This design comes from an exercise in tuning for small area and a short achievable clock period on the open sky130 flow, not from production work.
Where RTL was checked, it was by simulation tests only, not by an equivalence proof against the original.
Power and IR drop assume default switching activity.

== build 35 ==
==> flow/design.v (excerpt) <==
module ALU_TOP #(parameter inWidth = 8,
                 parameter outWidth = 16)
(
    input wire [inWidth-1 : 0] A,B,
    input wire [3:0] ALU_FUN,
    input CLK, RST,
    output reg Arith_Enable,Logic_Enable,CMP_Enable,Shift_Enable,
    output wire [outWidth-1:0] Arith_OUT,
    output reg Carry_OUT,Arith_Flag,
    output wire [outWidth-1:0] Logic_OUT,
    output reg Logic_Flag,
    output wire [4-1:0] CMP_OUT,
    output reg CMP_Flag,
    output wire [outWidth-1:0] SHIFT_OUT,
    output reg SHIFT_Flag
);
    wire [1:0] op = ALU_FUN[1:0];
    wire       sub = ~Arith_Enable | op[0];
    wire [8:0] s;
    ADDSUB8 u_addsub (.A(A), .B(B), .sub(sub), .s(s));
    wire borrow = ~s[8];
    wire [15:0] prod;
    MUL8 u_mul (.A(A), .B(B), .P(prod));
    wire [7:0] quo;
    DIV8 u_div (.A(A), .B(B), .Q(quo));
    wire bz = ~|B;
    reg [8:0] arith_lo;    
    reg [6:0] arith_hi;    
    always @* begin
        case (op)
            2'b00: begin arith_lo = s;               arith_hi = 7'd0;         end
            2'b01: begin arith_lo = {borrow, s[7:0]}; arith_hi = {7{borrow}}; end
            2'b10: begin arith_lo = prod[8:0];       arith_hi = prod[15:9];   end
            default: begin arith_lo = {bz, quo};     arith_hi = {7{bz}};      end
        endcase
    end
    reg [15:0] arith_q;
    always @(posedge CLK or negedge RST) begin
        if (!RST) begin
            arith_q   <= 16'd0;
            Carry_OUT <= 1'b0;
        end else if (Arith_Enable) begin
            arith_q   <= {arith_hi, arith_lo};
            Carry_OUT <= (op == 2'b00) & s[8];
        end
    end
    assign Arith_OUT = arith_q;
    reg [7:0] logic_lo;
    reg       logic_hi;
    wire [7:0] lres = (op[0] ? (A | B) : (A & B)) ^ {8{op[1]}};
    always @(posedge CLK or negedge RST) begin
        if (!RST) begin
            logic_lo <= 8'd0;
            logic_hi <= 1'b0;
        end else if (Logic_Enable) begin
            logic_lo <= lres;
  ...
clock: 32.0 ns
lec_check: 0
abc_area: 1
cap_margin: 20
core_area: 10 10 170 170
cts_buf_list: sky130_fd_sc_hd__clkbuf_2 sky130_fd_sc_hd__clkbuf_4 sky130_fd_sc_hd__clkbuf_8
die_area: 0 0 180 180
slew_margin: 20
standard.sh (not shown) runs the stock make flow with config.mk's settings and CLKGATE_MAP_FILE= SYNTH_SCRIPT=/design/flow/synth_recipe.tcl, a recipe that flattens the netlist after the stock synthesis.
==> flow/flow/run.sh <==
#!/bin/bash
set -euo pipefail
here=$(cd "$(dirname "$0")" && pwd)
bash standard.sh ADDER_MAP_FILE= "SYNTH_SCRIPT=$here/synth.tcl" \
  "BUFFER_PORTS_ARGS=-buffer_cell sky130_fd_sc_hd__buf_1" finish > flow_make.log 2>&1
==> flow/flow/abc.script <==
strash
&get -n
&deepsyn -T 20
&put
dch
map -B 0.9
topo
stime -c
buffer -c
upsize -c -D 3000
dnsize -c -D 3000
==> flow/flow/synth.tcl <==
proc synth {args} { yosys synth -nofsm -noshare {*}$args }
set ::flow_abc_script [file join [file dirname [file normalize [info script]]] abc.script]
proc abc {args} {
  set i [lsearch -exact $args -script]
  if {$i >= 0} {
    lset args [expr {$i + 1}] $::flow_abc_script
  }
  yosys abc {*}$args
}
source $::env(SCRIPTS_DIR)/synth.tcl
# left out here: clear keep_hierarchy, flatten, clean up, hide names made inside functions, write 1_2_yosys.v
Build 35 went all the way through synthesis, placement and routing and the layout is clean on timing, DRC and antenna.
The following lists how build 57 was set up differently from build 35:
==> flow/flow/abc.script <==
strash
&get -n
&deepsyn -T 20
&put
dch
map -B 0.9
topo
stime -c
buffer -c
upsize -c
dnsize -c
==> flow/flow/synth.tcl <==
proc synth {args} { yosys synth -nofsm -noshare {*}$args }
proc abc {args} {
  set i [lsearch -exact $args -script]
  if {$i >= 0} {
    lset args [expr {$i + 1}] [file join [file dirname [info script]] abc.script]
  }
  yosys abc {*}$args
}
source $::env(SCRIPTS_DIR)/synth.tcl
# left out here: clear keep_hierarchy, flatten, clean up, hide names made inside functions, write 1_2_yosys.v
Findings:
- Build 35 ran to completion and came out clean on the timing, design-rule and antenna checks.
- Build 57: aborted in 1_2_yosys (tool error)
Modified inputs, build 59 compared to build 57
--- a/flow/flow/abc.script
+++ b/flow/flow/abc.script
@@ -7,5 +7,4 @@
 topo
 stime -c
-buffer -c
 upsize -c
 dnsize -c
--- a/flow/flow/synth.tcl
+++ b/flow/flow/synth.tcl
@@ -1,7 +1,8 @@
 proc synth {args} { yosys synth -nofsm -noshare {*}$args }
+set ::flow_abc_script [file join [file dirname [file normalize [info script]]] abc.script]
 proc abc {args} {
   set i [lsearch -exact $args -script]
   if {$i >= 0} {
-    lset args [expr {$i + 1}] [file join [file dirname [info script]] abc.script]
+    lset args [expr {$i + 1}] $::flow_abc_script
   }
   yosys abc {*}$args
Results
The flow did not stop early for build 59: all stages ran, and the layout cleared the timing, design-rule and antenna checks.

---

The RTL this note starts from:
==> flow/design.v <==
module ALU_TOP #(parameter inWidth = 8,
                 parameter outWidth = 16)
(
    input wire [inWidth-1 : 0] A,B,
    input wire [3:0] ALU_FUN,
    input CLK, RST,
    output reg Arith_Enable,Logic_Enable,CMP_Enable,Shift_Enable,
    output wire [outWidth-1:0] Arith_OUT,
    output reg Carry_OUT,Arith_Flag,
    output wire [outWidth-1:0] Logic_OUT,
    output reg Logic_Flag,
    output wire [4-1:0] CMP_OUT,
    output reg CMP_Flag,
    output wire [outWidth-1:0] SHIFT_OUT,
    output reg SHIFT_Flag
);
    wire [1:0] op = ALU_FUN[1:0];
    wire       sub = ~Arith_Enable | op[0];
    wire [7:0] bx  = B ^ {8{sub}};
    wire [8:0] ac;
    wire [8:0] s;
    assign ac[0] = sub;
    genvar i, j;
    generate
        for (i = 0; i < 8; i = i + 1) begin : addsub
            assign s[i]    = A[i] ^ bx[i] ^ ac[i];
            assign ac[i+1] = (A[i] & bx[i]) | (A[i] & ac[i]) | (bx[i] & ac[i]);
        end
    endgenerate
    assign s[8] = ac[8];
    wire borrow = ~s[8];
    wire [15:0] nprod;
    wire [7:0] ms [0:7];    
    wire [7:0] mc [0:7];    
    generate
        for (j = 0; j < 8; j = j + 1) begin : mrow0
            assign ms[0][j] = ~(A[j] & B[0]);
            assign mc[0][j] = 1'b1;
        end
        for (i = 1; i < 8; i = i + 1) begin : mrow
            for (j = 0; j < 8; j = j + 1) begin : mcell
                wire a = ~(A[j] & B[i]);
                wire b = (j == 7) ? 1'b1 : ms[i-1][(j == 7) ? 0 : j+1];
                wire c = mc[i-1][j];
                assign ms[i][j] = a ^ b ^ c;
                assign mc[i][j] = (a & b) | (a & c) | (b & c);
            end
        end
        for (i = 0; i < 8; i = i + 1) begin : mlow
            assign nprod[i] = ms[i][0];
        end
        wire [8:0] fc;
        assign fc[0] = 1'b1;
        for (j = 0; j < 8; j = j + 1) begin : mfinal
            wire x = (j == 7) ? 1'b1 : ms[7][(j == 7) ? 0 : j+1];
            wire y = mc[7][j];
            assign nprod[8+j] = x ^ y ^ fc[j];
            assign fc[j+1]    = (x & y) | (x & fc[j]) | (y & fc[j]);
        end
    endgenerate
    wire [15:0] prod = ~nprod;
    wire [7:0] quo;
    wire [7:0] rem [0:8];
    assign rem[8] = A;
    generate
        for (i = 7; i >= 0; i = i - 1) begin : div
            wire [8-i:0] d = {1'b0, rem[i+1][7:i]} - {1'b0, B[7-i:0]};
            wire bhz;
            if (i == 0) begin : top0
                assign bhz = 1'b1;
            end else begin : topn
                assign bhz = ~|B[7:8-i];
            end
            assign quo[i] = bhz & ~d[8-i];
            if (i == 0) begin : r0
                assign rem[i] = quo[i] ? d[7:0] : rem[i+1];
            end else begin : rn
                assign rem[i] = quo[i] ? {d[7-i:0], rem[i+1][i-1:0]} : rem[i+1];
            end
        end
    endgenerate
    wire bz = ~|B;
    reg [8:0] arith_lo;    
    reg [6:0] arith_hi;    
    always @* begin
        case (op)
            2'b00: begin arith_lo = s;               arith_hi = 7'd0;         end
            2'b01: begin arith_lo = {borrow, s[7:0]}; arith_hi = {7{borrow}}; end
            2'b10: begin arith_lo = prod[8:0];       arith_hi = prod[15:9];   end
            default: begin arith_lo = {bz, quo};     arith_hi = {7{bz}};      end
        endcase
    end
    reg [15:0] arith_q;
    always @(posedge CLK or negedge RST) begin
        if (!RST) begin
            arith_q   <= 16'd0;
            Carry_OUT <= 1'b0;
        end else if (Arith_Enable) begin
            arith_q   <= {arith_hi, arith_lo};
            Carry_OUT <= (op == 2'b00) & s[8];
        end
    end
    assign Arith_OUT = arith_q;
    reg [7:0] logic_lo;
    reg       logic_hi;
    wire [7:0] lres = (op[0] ? (A | B) : (A & B)) ^ {8{op[1]}};
    always @(posedge CLK or negedge RST) begin
        if (!RST) begin
            logic_lo <= 8'd0;
            logic_hi <= 1'b0;
        end else if (Logic_Enable) begin
            logic_lo <= lres;
            logic_hi <= op[1];
        end
    end
    assign Logic_OUT = {{8{logic_hi}}, logic_lo};
    reg [1:0] cmp_q;
    wire ge = s[8];
    wire eq = ~|s[7:0];
    wire gt = ge & ~eq;
    wire lt = ~ge;
    always @(posedge CLK or negedge RST) begin
        if (!RST)
            cmp_q <= 2'd0;
        else if (CMP_Enable) begin
            cmp_q[0] <= (op == 2'b01) ? eq : (op == 2'b11) ? lt : 1'b0;
            cmp_q[1] <= (op == 2'b10) ? gt : (op == 2'b11) ? lt : 1'b0;
        end
    end
    assign CMP_OUT = {2'b00, cmp_q};
    reg  [8:0] shift_q;
    wire [7:0] sx = op[1] ? B : A;
    always @(posedge CLK or negedge RST) begin
        if (!RST)
            shift_q <= 9'd0;
        else if (Shift_Enable)
            shift_q <= op[0] ? {sx, 1'b0} : {2'b00, sx[7:1]};
    end
    assign SHIFT_OUT = {7'd0, shift_q};
    always @(posedge CLK or negedge RST) begin
        if (!RST) begin
            Arith_Enable <= 1'b0;
            Logic_Enable <= 1'b0;
            CMP_Enable   <= 1'b0;
            Shift_Enable <= 1'b0;
            Arith_Flag   <= 1'b0;
            Logic_Flag   <= 1'b0;
            CMP_Flag     <= 1'b0;
            SHIFT_Flag   <= 1'b0;
        end else begin
            Arith_Enable <= (ALU_FUN[3:2] == 2'b00);
            Logic_Enable <= (ALU_FUN[3:2] == 2'b01);
            CMP_Enable   <= (ALU_FUN[3:2] == 2'b10);
            Shift_Enable <= (ALU_FUN[3:2] == 2'b11);
            Arith_Flag   <= Arith_Enable;
            Logic_Flag   <= Logic_Enable;
            CMP_Flag     <= CMP_Enable;
            SHIFT_Flag   <= Shift_Enable;
        end
    end
endmodule
export LEC_CHECK = 0
export ABC_AREA = 1
export CAP_MARGIN = 20
export CORE_AREA = 10 10 170 170
export CTS_BUF_LIST = sky130_fd_sc_hd__clkbuf_2 sky130_fd_sc_hd__clkbuf_4 sky130_fd_sc_hd__clkbuf_8
export DIE_AREA = 0 0 180 180
export SLEW_MARGIN = 20
create_clock -name core_clock -period 32.0 [get_ports {CLK}]
==> flow/flow/run.sh <==
#!/bin/bash
# The standard layout, with the port buffers made of the smallest buffer
# cell, and timing repair asked for extra setup margin
set -euo pipefail
bash standard.sh "BUFFER_PORTS_ARGS=-buffer_cell sky130_fd_sc_hd__buf_1" SETUP_SLACK_MARGIN=17.5 finish > flow_make.log 2>&1
Then changed:
==> flow/run.sh (new file) <==
#!/bin/bash
# synth_recipe.tcl (not shown) runs the flow's synth.tcl, then flattens the netlist and writes it again
# the make line also repeats each setting of config.mk as NAME=value (left out here)
make -C /OpenROAD-flow-scripts/flow DESIGN_CONFIG=/design/flow/config.mk WORK_HOME=/design/flow/orfs CLKGATE_MAP_FILE= SYNTH_SCRIPT=/design/flow/synth_recipe.tcl finish
--- a/flow/config.mk
+++ b/flow/config.mk
@@ -10,3 +10,2 @@
-export CORE_AREA = 10 10 170 170
-export CTS_BUF_LIST = sky130_fd_sc_hd__clkbuf_2 sky130_fd_sc_hd__clkbuf_4 sky130_fd_sc_hd__clkbuf_8
-export DIE_AREA = 0 0 180 180
+export CORE_MARGIN = 2
+export CORE_UTILIZATION = 60
removed: flow/flow/run.sh
removed: flow/standard.sh
Result:
- The changed run passed the timing, design-rule and antenna checks
- combinational power is about the same
- wire length drops by 20%
- hold slack is worse by 34 ps
- maximum frequency decreases by 10%
- worst setup slack loses 1600 ps
- global-route usage rose by 19 points
- utilization is higher by 42 points
Then changed:
--- a/flow/config.mk
+++ b/flow/config.mk
@@ -10,2 +10,3 @@
-export CORE_MARGIN = 2
-export CORE_UTILIZATION = 60
+export CORE_AREA = 10 10 170 170
+export CTS_BUF_LIST = sky130_fd_sc_hd__clkbuf_2 sky130_fd_sc_hd__clkbuf_4 sky130_fd_sc_hd__clkbuf_8
+export DIE_AREA = 0 0 180 180
After rerunning: The changed run completed without violations; worst setup slack improved by 240 ps; utilization is lower by 44 points; die area is higher to 3.1 times its value; wire length is higher by about a fifth.
Then changed:
==> flow/flow/run.sh (new file) <==
#!/bin/bash
# The standard layout (standard.sh, unchanged synthesis), with the port
# buffers made of the smallest buffer cell instead of a delay cell.
set -euo pipefail
bash standard.sh "BUFFER_PORTS_ARGS=-buffer_cell sky130_fd_sc_hd__buf_1" finish > flow_make.log 2>&1
==> flow/standard.sh (new file) <==
#!/bin/bash
# synth_recipe.tcl (not shown) runs the flow's synth.tcl, then flattens the netlist and writes it again
# the make line also repeats each setting of config.mk as NAME=value (left out here)
make -C /OpenROAD-flow-scripts/flow DESIGN_CONFIG=/design/flow/config.mk WORK_HOME=/design/flow/orfs CLKGATE_MAP_FILE= SYNTH_SCRIPT=/design/flow/synth_recipe.tcl "${@:-finish}"
removed: flow/run.sh
Routed wire length shrinks by 1.2%.
Cell count grows by 0.36%.
Worst hold slack improves by 22 ps.
Critical path depth grows by 1.
Via count hardly moves.
Clock skew grows by 21 ps.
No functional check of the RTL was part of any run of this note.

## port drivers added, routing unchanged
The results above use ideal ports. As a check the final layouts listed here were re-extracted and re-timed, cells and wires unchanged. Step 1 sets driving cells, clkbuf_16 on the clock port and buf_2 on the other inputs (assumed; they add their load-dependent delay and slew). Step 2 also shifts input and output timing later by t, the mid clock arrival at the registers, as if the neighbouring blocks saw the same clock. a / b / c = no drivers / after step 1 / after step 2; a / b = the first two.
run | t, ns | setup slack, ns | worst setup path at the end | worst data-port slew with drivers (ns) | pins driven straight from the clock port
build 35 | 0.341 | 21.683 / 21.664 / 21.323 | input to register | 0.06 | 1
build 59 | 0.336 | 21.787 / 21.792 / 21.457 | input to register | 0.05 | 1
the first run of note 2 | 0.347 | 17.818 / 17.825 / 17.478 | input to register | 0.06 | 1
the second run of note 2 | 0.328 | 16.243 / 16.244 / 15.916 | input to register | 0.04 | 1
the third run of note 2 | 0.342 | 16.483 / 16.488 / 16.146 | input to register | 0.06 | 1
the fourth run of note 2 | 0.346 | 16.847 / 16.843 / 16.497 | input to register | 0.06 | 1
After both steps every run listed still meets setup and hold. For build 35, which loses most, drivers alone change the setup slack by -0.019 ns; drivers and shift together by -0.360 ns.
